Source: an optimization exercise on an open RTL-to-GDS flow (aim: small area). Production flows keep margins and buffers that such runs may drop. The RTL was checked by simulation tests, not by an equivalence proof against the original design. The clock port is modelled as an ideal driver, which makes a skipped or thinned clock tree look cheaper than it is; a real chip needs a root buffer or a tree. No activity file was given, so power comes from the tool's default toggle rates.

Setup of job 1609:
// DE1_SoC
module DE1_SoC (HEX0, HEX1, HEX2, HEX3, HEX4, HEX5, KEY, SW, GPIO_1, CLOCK_50);
    output logic [6:0]  HEX0, HEX1, HEX2, HEX3, HEX4, HEX5;
    input  logic [3:0]  KEY;
    input  logic [9:0]  SW;
    output logic [35:0] GPIO_1;
    input  logic CLOCK_50;
    logic clk, rst;
    assign clk = CLOCK_50;
    assign rst = SW[9];
    assign HEX3 = '1;
    assign HEX4 = '1;
    logic [3:0] row;
    always_ff @(posedge clk) row <= rst ? 4'd0 : row + 4'd1;
    logic kprev, push;
    always_ff @(posedge clk) kprev <= ~KEY[3];
    assign push = ~KEY[3] & ~kprev;
    localparam logic [2:0] M7_INV = 3'b010;
    localparam logic [3:0] M13_INV = 4'b1010;
    localparam logic [6:0] M109_INV = 7'b1010101;
    logic [2:0] m7, m7_q;
    logic [3:0] m13, m13_q;
    logic [6:0] m109, m109_q;
    logic fall, scroll, t7;
    assign m7 = m7_q ^ M7_INV;
    assign m13 = m13_q ^ M13_INV;
    assign m109 = m109_q ^ M109_INV;
    always_ff @(posedge clk) begin
        if (rst) begin
            m7_q <= M7_INV;
            m13_q <= M13_INV;
            m109_q <= M109_INV;
        end else begin
            m7_q <= {m7[1:0], ~(m7[1] ^ m7[2])} ^ M7_INV;
            m13_q <= {m13[2:0], ~(m13[2] ^ m13[3] ^ (m13[1] | m13[2]))} ^ M13_INV;
            m109_q <= {m109[5:0], ~(m109[0] ^ m109[1] ^ m109[6] ^ (m109[4] | m109[5]))} ^ M109_INV;
        end
    end
    assign t7 = (m7 == 3'b100);
    assign fall = t7 & (m109 == 7'b1000000);
    assign scroll = t7 & (m13 == 4'b1000) & (row[1:0] == 2'd3);
    logic [15:0] bird, bird_n, up, down;
    assign bird = ~bird_n;
    assign up = {bird[14:0], 1'b0};     
    assign down = {1'b0, bird[15:1]};   
    always_ff @(posedge clk) begin
        if (rst) bird_n <= ~16'h0400;
        else bird_n <= ~((bird & ~{16{push | fall}}) |
                         (~bird & (({16{push}} & down) | ({16{fall}} & up))));
    end
    localparam logic [9:0] LFSR_INV = 10'b1010101010;
    logic [9:0] lfsr, lfsr_q;
    assign lfsr = lfsr_q ^ LFSR_INV;
    always_ff @(posedge clk) lfsr_q <= (rst ? 10'd0 : {~(lfsr[3] ^ lfsr[0]), lfsr[9:1]}) ^ LFSR_INV;
    logic [2:0] diff, count;
    logic [3:0] a;
    logic pv;   
    always_comb begin
        case (SW[2:0])
            3'd0: diff = 3'd7;
            3'd1, 3'd2, 3'd4: diff = 3'd5;
            3'd3, 3'd5, 3'd6: diff = 3'd4;
            default: diff = 3'd3;
  ...
==> flow/config.mk <==
export PLATFORM = sky130hd
export DESIGN_NAME = DE1_SoC
export DESIGN_NICKNAME = DE1_SoC
export VERILOG_FILES = /design/flow/design.v
export SDC_FILE = /design/flow/constraint.sdc
export NUM_CORES = 4
export LEC_CHECK = 0
export CAP_MARGIN = 20
export CORE_MARGIN = 2
export CORE_UTILIZATION = 70
export SLEW_MARGIN = 20
==> flow/constraint.sdc <==
create_clock -name core_clock -period 6.5 [get_ports {CLOCK_50}]
set_input_delay 1.3000 -clock core_clock [delete_from_list [all_inputs] [get_ports {CLOCK_50}]]
set_output_delay 1.3000 -clock core_clock [all_outputs]
set_load 0.01 [all_outputs]
standard.sh (not shown) runs the stock make flow with config.mk's settings and CLKGATE_MAP_FILE= SYNTH_SCRIPT=/design/flow/synth_recipe.tcl, a recipe that flattens the netlist after the stock synthesis.
==> flow/flow/run.sh <==
#!/bin/bash
# The standard layout (standard.sh), with these changes:
#  - synthesis uses flow/synth.tcl: no adder extraction, and ABC maps with
#    flow/deep.abc (&deepsyn) for each seed in FLOW_ABC_SEEDS, keeping the
#    smallest netlist (registers are the standard synthesis's);
#  - each port is buffered with the smallest buffer cell;
#  - one tie cell drives all constant outputs;
#  - the clock tree is flow/cts.tcl: the clock port drives MY_NBUF buffers,
#    each driving one cluster of the registers.
set -euo pipefail
here=$(pwd)
export FLOW_ABC_SCRIPT=$here/flow/deep.abc
export FLOW_ABC_SEEDS="0 1 2 3"
export BUFFER_PORTS_ARGS="-buffer_cell sky130_fd_sc_hd__buf_1"
export SKIP_REPAIR_TIE_FANOUT=1
export MY_CLKBUF=sky130_fd_sc_hd__clkbuf_16
export MY_NBUF=4
sed "s#SYNTH_SCRIPT=[^ ]*#SYNTH_SCRIPT=$here/flow/synth.tcl#" standard.sh > own_standard.sh
bash own_standard.sh place > standard_place.log 2>&1
bash own_standard.sh run RUN_SCRIPT=$here/flow/cts.tcl > cts.log 2>&1
bash own_standard.sh > standard.log 2>&1
==> flow/flow/cts.tcl <==
# Clock tree of NBUF buffers of type MY_CLKBUF, each driving one cluster of the
# clock sinks (k-means on the sink locations), all driven by the clock port.
source $::env(SCRIPTS_DIR)/load.tcl
erase_non_stage_variables cts
load_design 3_place.odb 3_place.sdc
set_dont_use $::env(DONT_USE_CELLS)
set block [ord::get_db_block]
set clk [$block findNet CLOCK_50]
$clk setSigType CLOCK
set k $::env(MY_NBUF)
set sinks {}
foreach it [$clk getITerms] {
  set bb [[$it getInst] getBBox]
  lappend sinks [list $it [expr {([$bb xMin] + [$bb xMax]) / 2.0}] [expr {([$bb yMin] + [$bb yMax]) / 2.0}]]
}
# k-means, seeded by sinks spread along the list sorted by x
set sorted [lsort -real -index 1 $sinks]
set n [llength $sorted]
set cent {}
for {set i 0} {$i < $k} {incr i} {
  set s [lindex $sorted [expr {int(($i + 0.5) * $n / $k)}]]
  lappend cent [list [lindex $s 1] [lindex $s 2]]
}
for {set iter 0} {$iter < 50} {incr iter} {
  set assign {}
  foreach s $sinks {
    set best 0; set bd 1e30
    for {set i 0} {$i < $k} {incr i} {
      set c [lindex $cent $i]
      set d [expr {pow([lindex $s 1] - [lindex $c 0], 2) + pow([lindex $s 2] - [lindex $c 1], 2)}]
      if {$d < $bd} { set bd $d; set best $i }
    }
    lappend assign $best
  }
  set newc {}
  for {set i 0} {$i < $k} {incr i} {
    set sx 0; set sy 0; set m 0
    foreach s $sinks a $assign { if {$a == $i} { set sx [expr {$sx + [lindex $s 1]}]; set sy [expr {$sy + [lindex $s 2]}]; incr m } }
    if {$m > 0} { lappend newc [list [expr {$sx / $m}] [expr {$sy / $m}]] } else { lappend newc [lindex $cent $i] }
  }
  set cent $newc
}
set master [[ord::get_db] findMaster $::env(MY_CLKBUF)]
for {set i 0} {$i < $k} {incr i} {
  set buf [odb::dbInst_create $block $master clkbuf_$i]
  set net [odb::dbNet_create $block clknet_$i]
  $net setSigType CLOCK
  set m 0
  foreach s $sinks a $assign { if {$a == $i} { set it [lindex $s 0]; $it disconnect; $it connect $net; incr m } }
  [$buf findITerm A] connect $clk
  [$buf findITerm X] connect $net
  set c [lindex $cent $i]
  $buf setLocation [expr {int([lindex $c 0])}] [expr {int([lindex $c 1])}]
  $buf setPlacementStatus PLACED
  puts "clock buffer $i drives $m sinks"
}
detailed_placement
set_propagated_clock [all_clocks]
estimate_parasitics -placement
report_clock_skew
orfs_write_db $::env(RESULTS_DIR)/4_1_cts.odb
orfs_write_sdc $::env(RESULTS_DIR)/4_cts.sdc
Other scripts of this flow, unchanged in this note and not shown: flow/flow/deep.abc, flow/flow/synth.tcl
The inputs of job 3320 differ from those of job 1609 as listed below.
--- a/flow/flow/cts.tcl
+++ b/flow/flow/cts.tcl
@@ -1,3 +1,4 @@
 # Clock tree of NBUF buffers of type MY_CLKBUF, each driving one cluster of the
-# clock sinks (k-means on the sink locations), all driven by the clock port.
+# clock sinks (k-means on the sink locations, with clusters of equal size),
+# all driven by the clock port.
 source $::env(SCRIPTS_DIR)/load.tcl
@@ -23,12 +24,21 @@
 }
-for {set iter 0} {$iter < 50} {incr iter} {
-  set assign {}
+set cap [expr {($n + $k - 1) / $k}]
+for {set iter 0} {$iter < 30} {incr iter} {
+  # balanced assignment: closest (sink, cluster) pairs first, at most cap sinks per cluster
+  set pairs {}
+  set si 0
   foreach s $sinks {
-    set best 0; set bd 1e30
     for {set i 0} {$i < $k} {incr i} {
       set c [lindex $cent $i]
-      set d [expr {pow([lindex $s 1] - [lindex $c 0], 2) + pow([lindex $s 2] - [lindex $c 1], 2)}]
-      if {$d < $bd} { set bd $d; set best $i }
+      lappend pairs [list [expr {pow([lindex $s 1] - [lindex $c 0], 2) + pow([lindex $s 2] - [lindex $c 1], 2)}] $si $i]
     }
-    lappend assign $best
+    incr si
+  }
+  set assign [lrepeat $n -1]
+  set fill [lrepeat $k 0]
+  foreach p [lsort -real -index 0 $pairs] {
+    lassign $p d si i
+    if {[lindex $assign $si] >= 0 || [lindex $fill $i] >= $cap} continue
+    lset assign $si $i
+    lset fill $i [expr {[lindex $fill $i] + 1}]
   }
Results
Of job 1609 and job 3320, job 1609 shows the lower post-layout worst setup margin, with job 3320 above it.
Relative to job 1609, clock skew has gone down in job 3320.
Of job 3320 and job 1609, it is job 3320 that has the higher share of total power in the clock network.
In every run of this note, the design's own scripts or RTL, not TritonCTS, make the clock network.

## separate check: timing with driven ports
In the flow no input, the clock included, has a driving cell. The finished layouts below were timed again as built, in two steps. Step 1 sets driving cells, clkbuf_16 on the clock port and buf_2 on the other inputs (assumed; they add their load-dependent delay and slew). Step 2 adds t to the input delays and takes it off the output delays; t is the mean of the earliest and latest rising clock arrival at the registers after step 1. Input paths then give back, and output paths get back, about the clock's delay inside the block. Three values: ideal ports, drivers, drivers and shift; two values: the first two.
run | t (ns) | setup slack, ns | worst setup path after step 2 | worst data-port slew with drivers (ns)
job 1609 | 0.222 | 1.152 / 1.080 / 1.302 | register to output | 0.03
job 3320 | 0.228 | 1.162 / 1.085 / 1.313 | register to output | 0.03
After both steps setup and hold are still met in every run listed.
